What follows belongs to an exercise in optimizing a design on an open flow for a short achievable clock period; a production flow would make more cautious choices. Only simulation tests tie the RTL to the original design; equivalence was not proved.

Setup of job 9842:
Design processador, start of the top module:
module processador (clk, Reset, Chaves, switch, display1, display2, display3, display4, display5, display6, display7, display8, saida_Display,
saidaPC, Instrucao, EscreveMem, Dados_escrita_mem, Dados_leitura_mem, Resultado_ULA);
Settings: LEC_CHECK=0, ABC_CLOCK_PERIOD_IN_PS=1000, CAP_MARGIN=40, CELL_PAD_IN_SITES_DETAIL_PLACEMENT=1, CORE_MARGIN=2, CORE_UTILIZATION=25, PLACE_DENSITY=0.34, SLEW_MARGIN=20, SYNTH_HIERARCHICAL=1, SYNTH_MINIMUM_KEEP_SIZE=0; clock period 230.0 ns.
standard.sh (not shown) runs the stock make flow with config.mk's settings and CLKGATE_MAP_FILE= SYNTH_SCRIPT=/design/flow/synth_recipe.tcl, a recipe that flattens the netlist after the stock synthesis.
==> flow/flow/run.sh <==
#!/bin/bash
set -euo pipefail
bash standard.sh synth > synth.log 2>&1
bash standard.sh SETUP_SLACK_MARGIN=130 finish > layout.log 2>&1
Job 9842: complete, dirty (antenna rules, slew limit)
--- input diff job 9842..job 4432 ---
- a deleted CELL_PAD_IN_SITES_DETAIL_PLACEMENT that had been 1
- a change of CORE_UTILIZATION from 25 to 30
- a change of PLACE_DENSITY from 0.34 to 0.38
==> flow/flow/run.sh <==
#!/bin/bash
set -euo pipefail
bash standard.sh synth > synth.log 2>&1
bash standard.sh SETUP_SLACK_MARGIN=130 POST_GLOBAL_ROUTE_TCL="$PWD/flow/post_grt.tcl" "BUFFER_PORTS_ARGS=-buffer_cell sky130_fd_sc_hd__buf_4" finish > layout.log 2>&1
==> flow/flow/post_grt.tcl (new file) <==
# After global routing's timing repair (which may upsize loads behind a weak
# driver): give adder cells that drive many loads their strongest size (the
# parasitic estimate has missed the wire of some such nets), repair max slew
# and capacitance again, re-route the nets that changed, and rewrite the
# route guides for detailed routing.
puts "post_grt: repair after timing repair"
set block [ord::get_db_block]
set n 0
foreach inst [$block getInsts] {
  set mname [[$inst getMaster] getName]
  if {![regexp {^sky130_fd_sc_hd__(ha|fa)_(1|2)$} $mname -> kind drv]} { continue }
  set big 0
  foreach it [$inst getITerms] {
    if {[$it isOutputSignal]} {
      set net [$it getNet]
      if {$net ne "NULL" && [llength [$net getITerms]] > 13} { set big 1 }
    }
  }
  if {$big} {
    replace_cell [$inst getName] sky130_fd_sc_hd__${kind}_4
    incr n
  }
}
puts "post_grt: upsized $n adder cells driving more than 12 loads"
estimate_parasitics -global_routing
report_check_types -max_slew -max_capacitance -violators
repair_design -verbose -cap_margin $::env(CAP_MARGIN) -slew_margin $::env(SLEW_MARGIN)
global_route -start_incremental
detailed_placement
global_route -end_incremental
estimate_parasitics -global_routing
report_check_types -max_slew -max_capacitance -violators
report_worst_slack -max
write_guides $::env(RESULTS_DIR)/route.guide
## What came out
The flow for job 9842 finished, though final verification flagged antenna rules, slew limit. Flow for job 4432 halted at global routing (5_1_grt), error code EST-0104. Note that the total clock buffers created by CTS recorded for job 4432 amounts to 0.913 times the value seen in job 9842. Summary: with job 9842 as the reference, post-CTS setup buffer count in job 4432 moved down by more than a quarter. Re number of buffer cells added on primary ports: no difference whatsoever between job 9842 and job 4432. On number of buffers between clock root and the deepest sink, the lower figure sits with job 4432, not job 9842. Cell area after synthesis: job 4432 vs job 9842 identical. Die width of job 4432 falls short of that of job 9842 by a little under 10%. Job 4432 — detailed placement HPWL 200 mm lower, job 9842 as reference. Job 9842 -> job 4432: post-CTS resize count decreased by more than a quarter. Job 4432 against job 9842; total placed instance area is down slightly.
For job 4664, these inputs were changed with respect to job 4432:
==> flow/flow/run.sh <==
#!/bin/bash
set -euo pipefail
bash standard.sh synth > synth.log 2>&1
bash standard.sh SETUP_SLACK_MARGIN=130 finish > layout.log 2>&1
removed: flow/flow/post_grt.tcl
### Flow results
- No crash in job 4664: every stage finished, but the layout fails its final checks due to slew limit.
- Number of buffers inserted by port buffering came out exactly the same in job 4432 and job 4664.
- Summary of job 4664 over job 4432: post-CTS resize count picked up an extra 984, placed instance area roughly the same, routability congestion estimate +about 0.5%.
- Diff job 4664..job 4432 | number of rows created at floorplan | unchanged
- [compare] base=job 4432 new=job 4664: number of buffers inserted during clock tree synthesis higher; count of placed standard cells including taps roughly the same; setup slack after placement higher; post-DP HPWL higher.
- Number of setup buffers added after CTS delta for job 4664 relative to job 4432: 373 higher
Inputs modified between job 4664 and job 8863:
- CORE_UTILIZATION now 35, was 30
- PLACE_DENSITY now 0.45, was 0.38
==> flow/flow/run.sh <==
#!/bin/bash
set -euo pipefail
bash standard.sh synth > synth.log 2>&1
bash standard.sh SETUP_SLACK_MARGIN=130 \
  POST_RESIZE_TCL="$PWD/flow/upsize.tcl" \
  POST_GLOBAL_ROUTE_TCL="$PWD/flow/post_grt.tcl" \
  "BUFFER_PORTS_ARGS=-buffer_cell sky130_fd_sc_hd__buf_4" \
  finish > layout.log 2>&1
==> flow/flow/post_grt.tcl (new file) <==
# After global routing's timing repair (which may upsize loads behind a weak
# driver), repair max slew and capacitance again, re-route the nets that
# changed, and rewrite the route guides for detailed routing.
puts "post_grt: repair_design after timing repair"
estimate_parasitics -global_routing
report_check_types -max_slew -max_capacitance -violators
repair_design -verbose -cap_margin $::env(CAP_MARGIN) -slew_margin $::env(SLEW_MARGIN)
global_route -start_incremental
detailed_placement
global_route -end_incremental
estimate_parasitics -global_routing
report_check_types -max_slew -max_capacitance -violators
report_worst_slack -max
write_guides $::env(RESULTS_DIR)/route.guide
==> flow/flow/upsize.tcl (new file) <==
# After placement's repair_design: give full and half adder cells that drive
# many loads their strongest size.  The resizer leaves the nets these cells
# drive alone, and after routing a few of them exceed the max slew.
set block [ord::get_db_block]
set n 0
foreach inst [$block getInsts] {
  set mname [[$inst getMaster] getName]
  if {![regexp {^sky130_fd_sc_hd__(ha|fa)_(1|2)$} $mname -> kind drv]} { continue }
  set big 0
  foreach it [$inst getITerms] {
    if {[$it isOutputSignal]} {
      set net [$it getNet]
      if {$net ne "NULL" && [llength [$net getITerms]] > 16} { set big 1 }
    }
  }
  if {$big} {
    replace_cell [$inst getName] sky130_fd_sc_hd__${kind}_4
    incr n
  }
}
puts "upsize: $n adder cells driving more than 15 loads set to size 4"
==> comparison <==
Job 8863 did not stop at any stage, and its layout met the timing, design-rule and antenna checks. Layout checks on job 4664: not met. Flow itself completed; violations: slew limit. Of job 8863 and job 4664, the run reporting the higher sum of routed wire length over all layers was job 4664. Comparing delay of the slowest critical-path stage for job 8863 and job 4664, the bigger number came from job 8863. Job 8863 ended up with nor4_4 as its cell with the largest stage delay on the worst path; job 4664 ended up with or4_4. Cells: job 8863 has fewer instances than job 4664.
Input changes introduced in job 6060 (baseline for comparison: job 8863):
- CORE_UTILIZATION: 35 -> 30
- PLACE_DENSITY: 0.45 -> 0.38
==> flow/flow/run.sh <==
#!/bin/bash
set -euo pipefail
bash standard.sh synth > synth.log 2>&1
bash standard.sh SETUP_SLACK_MARGIN=130 POST_GLOBAL_ROUTE_TCL="$PWD/flow/post_grt.tcl" finish > layout.log 2>&1
removed: flow/flow/upsize.tcl
## What came out
- In the metrics for job 8863 and job 6060, the one carrying the higher standard cell area after detailed placement is job 6060.
- End of the critical path: Resultado_ULA[62] -> job 6060, Resultado_ULA[63] -> job 8863
- On clock network latency to the later pin of the worst-skew pair, the higher figure sits with job 6060, not job 8863.
- Setup slack in job 6060 is 0.23 ns lower than in job 8863
- For job 8863, the critical path's slowest cell was nor4_4, unlike job 6060, where it was or4_4.
- Critical path startpoint = Instrucao[21]: job 6060; critical path startpoint = Instrucao[20]: job 8863
- In job 6060 the implementation ran to completion but is not tape-out ready, as the final checks report slew limit.
- Job 6060 ends up with a layout buffer count excluding clock buffers that is about 10% higher than in job 8863.
- Job 6060 against job 8863; post-detailed-route wirelength per cell is up by a few percent.
Relative to job 6060, the following input files were edited for job 9121:
- swapping 30 for 35 in CORE_UTILIZATION
- swapping 0.38 for 0.45 in PLACE_DENSITY
==> flow/flow/run.sh <==
#!/bin/bash
set -euo pipefail
bash standard.sh synth > synth.log 2>&1
bash standard.sh SETUP_SLACK_MARGIN=130 POST_GLOBAL_ROUTE_TCL="$PWD/flow/post_grt.tcl" "BUFFER_PORTS_ARGS=-buffer_cell sky130_fd_sc_hd__buf_4" finish > layout.log 2>&1
diff --git a/flow/flow/post_grt.tcl b/flow/flow/post_grt.tcl
--- a/flow/flow/post_grt.tcl
+++ b/flow/flow/post_grt.tcl
@@ -1,6 +1,26 @@
 # After global routing's timing repair (which may upsize loads behind a weak
-# driver), repair max slew and capacitance again, re-route the nets that
-# changed, and rewrite the route guides for detailed routing.
-puts "post_grt: repair_design after timing repair"
+# driver): give adder cells that drive many loads their strongest size (the
+# parasitic estimate has missed the wire of some such nets), repair max slew
+# and capacitance again, re-route the nets that changed, and rewrite the
+# route guides for detailed routing.
+puts "post_grt: repair after timing repair"
+set block [ord::get_db_block]
+set n 0
+foreach inst [$block getInsts] {
+  set mname [[$inst getMaster] getName]
+  if {![regexp {^sky130_fd_sc_hd__(ha|fa)_(1|2)$} $mname -> kind drv]} { continue }
+  set big 0
+  foreach it [$inst getITerms] {
+    if {[$it isOutputSignal]} {
+      set net [$it getNet]
+      if {$net ne "NULL" && [llength [$net getITerms]] > 13} { set big 1 }
+    }
+  }
+  if {$big} {
+    replace_cell [$inst getName] sky130_fd_sc_hd__${kind}_4
+    incr n
+  }
+}
+puts "post_grt: upsized $n adder cells driving more than 12 loads"
 estimate_parasitics -global_routing
 report_check_types -max_slew -max_capacitance -violators
Notes after the runs:
Job 9121: aborted in global routing (5_1_grt) (tool error). Job 9121 ends up with a TritonCTS buffer count that is 6 lower than in job 6060. From job 6060 to job 9121 the numbers moved as follows: number of setup buffers added after CTS has decreased, detailed placer's ending HPWL down 7.9%. Diff job 6060 -> job 9121: instance area after placement decreased by 1.1% relative to the old numbers, weighted congestion at the end of routability-driven global placement moved up. Relative to job 6060, the number of instances in the placed design measured on job 9121 has decreased by a few percent. Between job 6060 and job 9121, vertical extent of the die is lower for job 9121, job 6060 comes in above that. In the tables for job 6060 and job 9121, pre-CTS setup slack reads higher with job 9121. Cmp job 6060 and job 9121 / site row count / lower: job 9121. Job 6060 and job 9121 ended up with nearly the same number of H-tree levels. NOTE post-CTS resize count job 6060->job 9121 decreased by more than a quarter.

[static timing again, ports no longer ideal]
The flow's constraints put no driver on any port. The routed layouts listed below were extracted and timed again, unchanged, in two steps. Step 1 (the two cells are an assumption about what drives the block):
set clk [get_ports {clk}]
set_driving_cell -lib_cell sky130_fd_sc_hd__clkbuf_16 $clk
set_driving_cell -lib_cell sky130_fd_sc_hd__buf_2 [delete_from_list [all_inputs] $clk]
Step 2 moves the port delays by t, midway between the first and last clock arrival at a register: inputs arrive t later, outputs are due t later. That takes back most of the time a late clock gives input paths. Three values: ideal, step 1, step 2; two values: the first two.
run	t (ns)	setup slack, ns	hold WS [ns]
job 9842	1.529	123.277 / 122.796 / 122.796	0.454 / 0.454 / 0.454
job 4664	1.489	123.636 / 123.074 / 123.074	0.452 / 0.452 / 0.452
job 8863	1.440	123.869 / 123.700 / 123.700	0.452 / 0.452 / 0.452
job 6060	1.486	123.639 / 123.073 / 123.073	0.452 / 0.452 / 0.452
The setup slack of job 6060, which loses most, moves by -0.566 ns with the drivers and by -0.566 ns with both steps.
